This is an optimization exercise on Yosys and OpenROAD, whose aim is small area and a short achievable clock period, not a production implementation.
No functional check of the RTL was part of this run.
Power figures rest on the tool's default switching activity, not on a simulated workload.

==> design/flow/design.v <==
module mux2 #(parameter WIDTH = 8) (
    input       [WIDTH-1:0] d0, d1,
    input       sel,
    output      [WIDTH-1:0] y
);
assign y = sel ? d1 : d0;
endmodule
module mux4 #(parameter WIDTH = 8) (
    input       [WIDTH-1:0] d0, d1, d2, d3,
    input       [1:0] sel,
    output      [WIDTH-1:0] y
);
assign y = sel[1] ? (sel[0] ? d3 : d2) : (sel[0] ? d1 : d0);
endmodule
module adder #(parameter WIDTH = 32) (
    input       [WIDTH-1:0] a, b,
    output      [WIDTH-1:0] sum
);
assign sum = a + b;
endmodule
module reset_ff #(parameter WIDTH = 8) (
    input       clk, rst,
    input       [WIDTH-1:0] d,
    output reg  [WIDTH-1:0] q
);
always @(posedge clk or posedge rst) begin
    if (rst) q <= 0;
    else     q <= d;
end
endmodule
module reg_file #(parameter DATA_WIDTH = 32) (
    input       clk,
    input       wr_en,
    input       [4:0] rd_addr1, rd_addr2, wr_addr,
    input       [DATA_WIDTH-1:0] wr_data,
    output      [DATA_WIDTH-1:0] rd_data1, rd_data2
);
reg [DATA_WIDTH-1:0] reg_file_arr [0:31];
always @(posedge clk) begin
    if (wr_en) reg_file_arr[wr_addr] <= wr_data;
end
assign rd_data1 = ( rd_addr1 != 0 ) ? reg_file_arr[rd_addr1] : 0;
assign rd_data2 = ( rd_addr2 != 0 ) ? reg_file_arr[rd_addr2] : 0;
endmodule
module imm_extend (
    input  [31:7]     instr,
    input  [ 1:0]     immsrc,
    output reg [31:0] immext
);
always @(*) begin
    case(immsrc)
        2'b00:   immext = {{20{instr[31]}}, instr[31:20]};
        2'b01:   immext = {{20{instr[31]}}, instr[31:25], instr[11:7]};
        2'b10:   immext = {{20{instr[31]}}, instr[7], instr[30:25], instr[11:8], 1'b0};
        2'b11:   immext = {{12{instr[31]}}, instr[19:12], instr[20], instr[30:21], 1'b0};
        default: immext = 32'bx;  
    endcase
end
endmodule
module alu #(parameter WIDTH = 32) (
    input       [WIDTH-1:0] a, b,        
    input       [3:0] alu_ctrl,          
    output reg  [WIDTH-1:0] alu_out,     
    output      zero                     
);
wire signed [WIDTH-1:0] signed_a = a;     
wire signed [WIDTH-1:0] signed_b = b;     
always @(a, b, alu_ctrl) begin
    case (alu_ctrl)
        4'b0000:  alu_out <= a + b;        
        4'b0001:  alu_out <= a + ~b + 1;        
        4'b0010:  alu_out <= a & b;        
        4'b0011:  alu_out <= a | b;        
        4'b0100:  alu_out <= a << b[4:0];  
        4'b0101:  alu_out <= (signed_a < signed_b) ? 1 : 0;   
        4'b0110:  alu_out <= (a < b) ? 1 : 0;   
        4'b0111:  alu_out <= a ^ b;        
        4'b1000:  alu_out <= a >> b[4:0];  
        4'b1001:  alu_out <= signed_a >>> b[4:0];  
        default:  alu_out <= 0;             
    endcase
end
assign zero = (alu_out == 0) ? 1'b1 : 1'b0;
endmodule
module datapath (
    input         clk, reset,
    input [1:0]   ResultSrc,
    input         PCSrc, ALUSrc,
    input         RegWrite,
    input [1:0]   ImmSrc,
    input [3:0]   ALUControl,
    input         Jalr,
    output        Zero, ALUR31,
    output [31:0] PC,
    input  [31:0] Instr,
    output [31:0] Mem_WrAddr, Mem_WrData,
    input  [31:0] ReadData,
    output [31:0] Result
);
wire [31:0] PCNext, PCJalr, PCPlus4, PCTarget,AuiPC,lAuiPC;
wire [31:0] ImmExt, SrcA, SrcB, WriteData, ALUResult;
mux2 #(32)     pcmux(PCPlus4, PCTarget, PCSrc, PCNext);
mux2 #(32)     jalrmux(PCNext, ALUResult, Jalr, PCJalr);
reset_ff #(32) pcreg(clk, reset, PCJalr, PC);
adder          pcadd4(PC, 32'd4, PCPlus4);
adder          pcaddbranch(PC, ImmExt, PCTarget);
reg_file       rf (clk, RegWrite, Instr[19:15], Instr[24:20], Instr[11:7], Result, SrcA, WriteData);
imm_extend     ext (Instr[31:7], ImmSrc, ImmExt);
mux2 #(32)     srcbmux(WriteData, ImmExt, ALUSrc, SrcB);
alu            alu (SrcA, SrcB, ALUControl, ALUResult, Zero);
adder #(32)    auipcadder ({Instr[31:12], 12'b0}, PC, AuiPC);
mux2 #(32)     lauipcmux (AuiPC, {Instr[31:12], 12'b0}, Instr[5], lAuiPC);
mux4 #(32)     resultmux(ALUResult, ReadData, PCPlus4, lAuiPC, ResultSrc, Result);
assign ALUR31 = ALUResult[31];
assign Mem_WrData = WriteData;
assign Mem_WrAddr = ALUResult;
endmodule
module alu_decoder (
    input            opb5,         
    input [2:0]      funct3,       
    input            funct7b5,     
    input [1:0]      ALUOp,        
    output reg [3:0] ALUControl    
);
always @(*) begin
    case (ALUOp)
        2'b00: ALUControl = 4'b0000;    
        2'b01:
            case (funct3[2:1])
                2'b10:   ALUControl = 4'b0101;  
                2'b11:   ALUControl = 4'b0110;  
                default: ALUControl = 4'b0001;  
            endcase
        default: 
            case (funct3) 
                3'b000: begin
                    if (funct7b5 & opb5) ALUControl = 4'b0001;  
                    else ALUControl = 4'b0000;  
                end
                3'b001:  ALUControl = 4'b0100;  
                3'b010:  ALUControl = 4'b0101;  
                3'b011:  ALUControl = 4'b0110;  
                3'b100:  ALUControl = 4'b0111;  
                3'b101: begin
                    if (funct7b5) ALUControl = 4'b1001;  
                    else ALUControl = 4'b1000;  
                end
                3'b110:  ALUControl = 4'b0011;  
                3'b111:  ALUControl = 4'b0010;  
                default: ALUControl = 4'b1111;  
            endcase
    endcase
end
endmodule
module main_decoder (
    input  [6:0] op,
    input  [2:0] funct3,
    input        Zero, ALUR31,
    output [1:0] ResultSrc,
    output       MemWrite, Branch, ALUSrc,
    output       RegWrite, Jump, Jalr,
    output [1:0] ImmSrc,
    output [1:0] ALUOp
);
reg [10:0] controls;
reg TakeBranch;
always @(*) begin
    TakeBranch = 0;
    casez (op)
        7'b0000011: controls = 11'b1_00_1_0_01_00_0_0;  
        7'b0100011: controls = 11'b0_01_1_1_00_00_0_0;  
        7'b0110011: controls = 11'b1_xx_0_0_00_10_0_0;  
        7'b1100011: begin  
           controls = 11'b0_10_0_0_00_01_0_0; 
           case (funct3)
              3'b000: TakeBranch =    Zero;  
              3'b001: TakeBranch =   !Zero;  
              3'b100: TakeBranch =   !Zero;  
              3'b101: TakeBranch =    Zero;  
              3'b110: TakeBranch =   !Zero;  
              3'b111: TakeBranch =    Zero;  
           endcase
        end
        7'b0010011: controls = 11'b1_00_1_0_00_10_0_0;  
        7'b1101111: controls = 11'b1_11_0_0_10_00_1_0;  
        7'b1100111: controls = 11'b1_00_1_0_10_00_0_1;  
        7'b0?10111: controls = 11'b1_xx_x_0_11_xx_0_0;   
        default:    controls = 11'bx_xx_x_x_xx_xx_x_x;  
    endcase
end
assign Branch = TakeBranch;
assign {RegWrite, ImmSrc, ALUSrc, MemWrite, ResultSrc, ALUOp, Jump, Jalr} = controls;
endmodule
module controller (
    input [6:0]  op,
    input [2:0]  funct3,
    input        funct7b5,
    input        Zero, ALUR31,
    output       [1:0] ResultSrc,
    output       MemWrite,
    output       PCSrc, ALUSrc,
    output       RegWrite, Jump, Jalr,
    output [1:0] ImmSrc,
    output [3:0] ALUControl
);
wire [1:0] ALUOp;
wire       Branch;
main_decoder    md (op, funct3, Zero, ALUR31, ResultSrc, MemWrite, Branch,
                    ALUSrc, RegWrite, Jump, Jalr, ImmSrc, ALUOp);
alu_decoder     ad (op[5], funct3, funct7b5, ALUOp, ALUControl);
assign PCSrc = Branch | Jump;
endmodule
module riscv_cpu (
    input         clk, reset,
    output [31:0] PC,
    input  [31:0] Instr,
    output        MemWrite,
    output [31:0] Mem_WrAddr, Mem_WrData,
    input  [31:0] ReadData,
    output [31:0] Result
);
wire        ALUSrc, RegWrite, Jump, Jalr, Zero, ALUR31;
wire [1:0]  ResultSrc, ImmSrc;
wire [3:0]  ALUControl;
controller  c   (Instr[6:0], Instr[14:12], Instr[30], Zero, ALUR31,
                ResultSrc, MemWrite, PCSrc, ALUSrc, RegWrite, Jump, Jalr,
                ImmSrc, ALUControl);
datapath    dp  (clk, reset, ResultSrc, PCSrc,
                ALUSrc, RegWrite, ImmSrc, ALUControl, Jalr,
                Zero, ALUR31, PC, Instr, Mem_WrAddr, Mem_WrData, ReadData, Result);
endmodule
==> design/flow/run.sh <==
#!/bin/bash
# synth_recipe.tcl (not shown) runs the flow's synth.tcl, then flattens the netlist and writes it again
# the make line also repeats each setting of config.mk as NAME=value (left out here)
make -C /OpenROAD-flow-scripts/flow DESIGN_CONFIG=/design/flow/config.mk WORK_HOME=/design/flow/orfs CLKGATE_MAP_FILE= SYNTH_SCRIPT=/design/flow/synth_recipe.tcl finish
==> design/flow/config.mk <==
export PLATFORM = sky130hd
export DESIGN_NAME = riscv_cpu
export DESIGN_NICKNAME = riscv_cpu
export VERILOG_FILES = /design/flow/design.v
export SDC_FILE = /design/flow/constraint.sdc
export NUM_CORES = 4
export LEC_CHECK = 0
export CAP_MARGIN = 20
export CORE_MARGIN = 2
export CORE_UTILIZATION = 40
export SETUP_SLACK_MARGIN = 0.2
export SLEW_MARGIN = 20
==> design/flow/constraint.sdc <==
create_clock -name core_clock -period 12.0 [get_ports {clk}]
set_input_delay 2.4000 -clock core_clock [delete_from_list [all_inputs] [get_ports {clk}]]
set_output_delay 2.4000 -clock core_clock [all_outputs]
set_load 0.01 [all_outputs]
==> reports/qor.yml <==
status: "no timing/DRC/antenna violations"
synth_edf_count: 1024
crit_arrival_ps: 9140
root_buffer: "clkbuf_16"
nets: 5351
wirelength_met1_um: 101000
wl_met2_um: 121000
synth.area.top_cells: "edfxtp_1, mux4_2, mux2i_1"
firstDrtPassIters: 6
yosys.cell_types.count: 93
crit_path_end_kind: "output port"
maxCapViolCount: 0
clock-skew-final_ps: 67.9
wl_um: 271000
final_area_um2: 73800
highest_layer: "met5"
synth_area_um2: 62800
synthCells: 4698
synth.avg_cell_area_um2: 13.4
cts-buffers-inserted: 112
ys_warn_count: 7
rsz0062_at_grt: "no"
max_slew_margin_pct: 16.2
tritoncts: "done"
hold_viol_final: 0
io_pins: 195
async_reset_ff_share_pct: 3.03
synth-main-ff-cell: "edfxtp_1"
vdd_drop_max_v: 0.000140
clock-sinks: 1056
insertion_delay_ps: 770
die_x_um: 400
grt_pass1_vias: 47700
setup_viol: 0
fmax_mhz: 86.6
synth_nets: 4916
num_vias: 48900
grt.total_usage_pct: 33.5
coreArea_um2: 156000
synth_top_area_share_pct: 49.0
clk_pin_slew_ps: 70
htreeDepth: 3
critPathRequiredTime_ps: 9600
synth_largest_area_cell: "edfxtp_1"
numPortBuffers: 194
place_inst: 7076
grt_pass1_wl_um: 374000
drtIter0Drc: 6635
synth-seq-area-share_pct: 50.2
crit_type: "in -> out"
period_share_pct: 96.2
route.met3.wl_um: 30000
stdcell_count: 7292
hpwl_um: 187000
fillers: 13700
die_y_um: 400
ant_nets: 0
holdCritPathClass: "reg -> reg"
slew_viol_final: 0
p_leak_nw: 25.6
floorplan.initialDensity_pct: 40.2
place_congestion: 1.04
viasPerCell: 6.70
rows: 145
placed_area_um2: 70300
routedWlPerCell_um: 37.2
area_growth_syn_to_layout_pct: 17.6
synth_seq_cells: 1056
hold_slack_ps: 686
grt_overflow_total: 0
worst_pin_slew_ps: 1260
grt_max_degree: 88
drive_above_1_share_pct: 24.7
cts_max_path_buffers: 3
powerDensity_nw_per_um2: 146
grt_antenna_before_repair: 10
dieArea_um2: 160000
critPathMaxFanout: 23
post-route-drc-count: 0
startpoint_type: "primary input"
fin_tns_setup_ps: 0
finalCriticalPeriod_ps: 11540
cells by family after synthesis:
family / count (synthesis) / share of synthesized area [%]
buffers and inverters: 466 / 3.05
multiplexers: 827 / 22.9
AND/OR/NAND/NOR: 1024 / 7.75
adder cells (fa/ha/maj): 152 / 3.08
XOR/XNOR: 82 / 1.14
flip-flops: 1056 / 50.2
AO/OA/AOI/OAI: 1091 / 11.8
cell usage after synthesis, types with 62 or more instances:
| library cell | instances |
|---|---|
| nor2_1 | 304 |
| edfxtp_1 | 1024 |
| ha_1 | 148 |
| buf_1 | 62 |
| buf_2 | 70 |
| nand3_1 | 113 |
| o21ai_0 | 193 |
| mux2i_1 | 283 |
| mux4_2 | 482 |
| a211oi_1 | 80 |
| a21oi_1 | 240 |
| nor3_1 | 87 |
| clkbuf_1 | 179 |
| inv_1 | 130 |
| nand2_1 | 259 |
| o211ai_1 | 62 |
flip-flops by register name, summed over array words and instances, names as in the netlist:
register,count
dp.rf.reg_file_arr,1024
dp.pcreg.q,32
cell type report:
class / instances / area (um2) / area share (%)
antenna: 5 / 12.5 / 0.0170
clock buffer: 131 / 2870 / 3.89
clock inverter: 79 / 571 / 0.773
inverter: 138 / 518 / 0.702
multi-input combinational: 3176 / 30000 / 40.6
sequential: 1056 / 31600 / 42.7
tap: 2058 / 2570 / 3.49
timing repair buffer: 649 / 5760 / 7.81
routing by layer:
layer | up-vias | track usage, %
met3 | 699 | 7.40
li1 | 19900 | -
met5 | - | 0
met2 | 3182 | 51.5
met1 | 25100 | 43.8
met4 | 6 | 19.3
report_power, final:
group          switching [mW]  internal (mW)  total (mW)
registers               0.149           4.19        4.34
logic                    1.94           1.24        3.18
clock network            1.51           1.77        3.28
timing repair:
action / in CTS / in global routing
resized for setup: 0 / 13
setup endpoints to repair: 0 / 6
setup buffers: 0 / 1
hold buffers: 0 / 0
hold endpoints to repair: 0 / 0
per-stage QoR:
step | util, % | power (mW) | setup WS [ps]
after floorplan | - | 6.02 | 213
after global placement | 45.0 | 7.49 | 213
after detailed placement | 45.0 | 7.50 | 284
after CTS | 47.2 | 10.7 | 272
after global routing | 47.3 | 11.1 | 202
final | 47.3 | 10.8 | 458
placed cells by master (no fill, tap or decap), types with 33 or more instances in the layout:
master,netlist,layout
o211ai_1,62,62
nand3_1,113,113
a21oi_1,240,237
mux2i_1,283,283
nor2_1,304,271
clkbuf_16,0,112
and3_1,33,33
mux2_2,61,61
edfxtp_1,1024,1024
a221oi_1,35,35
nor3_1,87,84
a22oi_1,61,61
ha_1,148,147
a211oi_1,80,79
mux4_2,482,482
buf_12,0,33
o22ai_1,40,40
o221ai_1,47,46
and2_1,50,50
inv_1,130,129
clkdlybuf4s50_1,0,181
nand2_1,259,259
clkinv_1,2,39
o21ai_0,193,163
buf_4,13,425
a21o_1,42,42
xnor2_1,52,52
worst paths after layout:
kind	depth (start not counted)	from	slack, ps	endpoint
setup / recovery	27	Instr[20]	460	Result[22]
hold / removal	1	dp.pcreg.q[0]$_DFFE_PP0P_	690	dp.pcreg.q[0]$_DFFE_PP0P_
setup reg to reg	30	dp.rf.reg_file_arr[19][0]$_DFFE_PP_	4050	dp.pcreg.q[9]$_DFF_PP0_
hold reg to reg	1	dp.pcreg.q[0]$_DFFE_PP0P_	690	dp.pcreg.q[0]$_DFFE_PP0P_
max in group asynchronous	3	reset	9530	dp.pcreg.q[19]$_DFF_PP0_
min in group asynchronous	3	reset	2090	dp.pcreg.q[11]$_DFF_PP0_
critical path, cell delays in order:
cell and delay, ps:
buf_8 230, buf_12 270, buf_12 200, buf_12 210, mux4_2 530, mux4_2 490
mux2i_1 450, nor2_1 210, nand2_1 110, nand2_1 70, ha_1 340, buf_4 200
nor4_1 350, o311ai_0 210, buf_4 180, nand2_1 70, a21oi_1 70, o21ai_0 290
buf_4 190, nor4_1 50, buf_4 160, o21ai_0 70, buf_4 210, a21o_1 150
mux2i_1 100, o21ai_2 570, clkdlybuf4s50_1 660

[port drivers added, routing unchanged]
In the flow no input, the clock included, has a driving cell. The finished layout below was timed again as built, in two steps. Step 1 assumes that a clkbuf_16 drives the clock port and a buf_2 every other input. Step 2 also shifts input and output timing later by t, the mid clock arrival at the registers, as if the neighbouring blocks saw the same clock. a / b / c = ideal / step 1 / step 2; a / b = the first two.
t (ns): 0.820
setup slack, ns: 0.458 / 0.397 / 0.397
hold WS [ns]: 0.686 / 0.686 / 0.686
clock arrival spread, ns: 0.067 / 0.068
cell pins on the clock port's net: 1
After both steps setup and hold are still met in this run. The setup slack of this run moves by -0.061 ns with the drivers and by -0.061 ns with both steps.
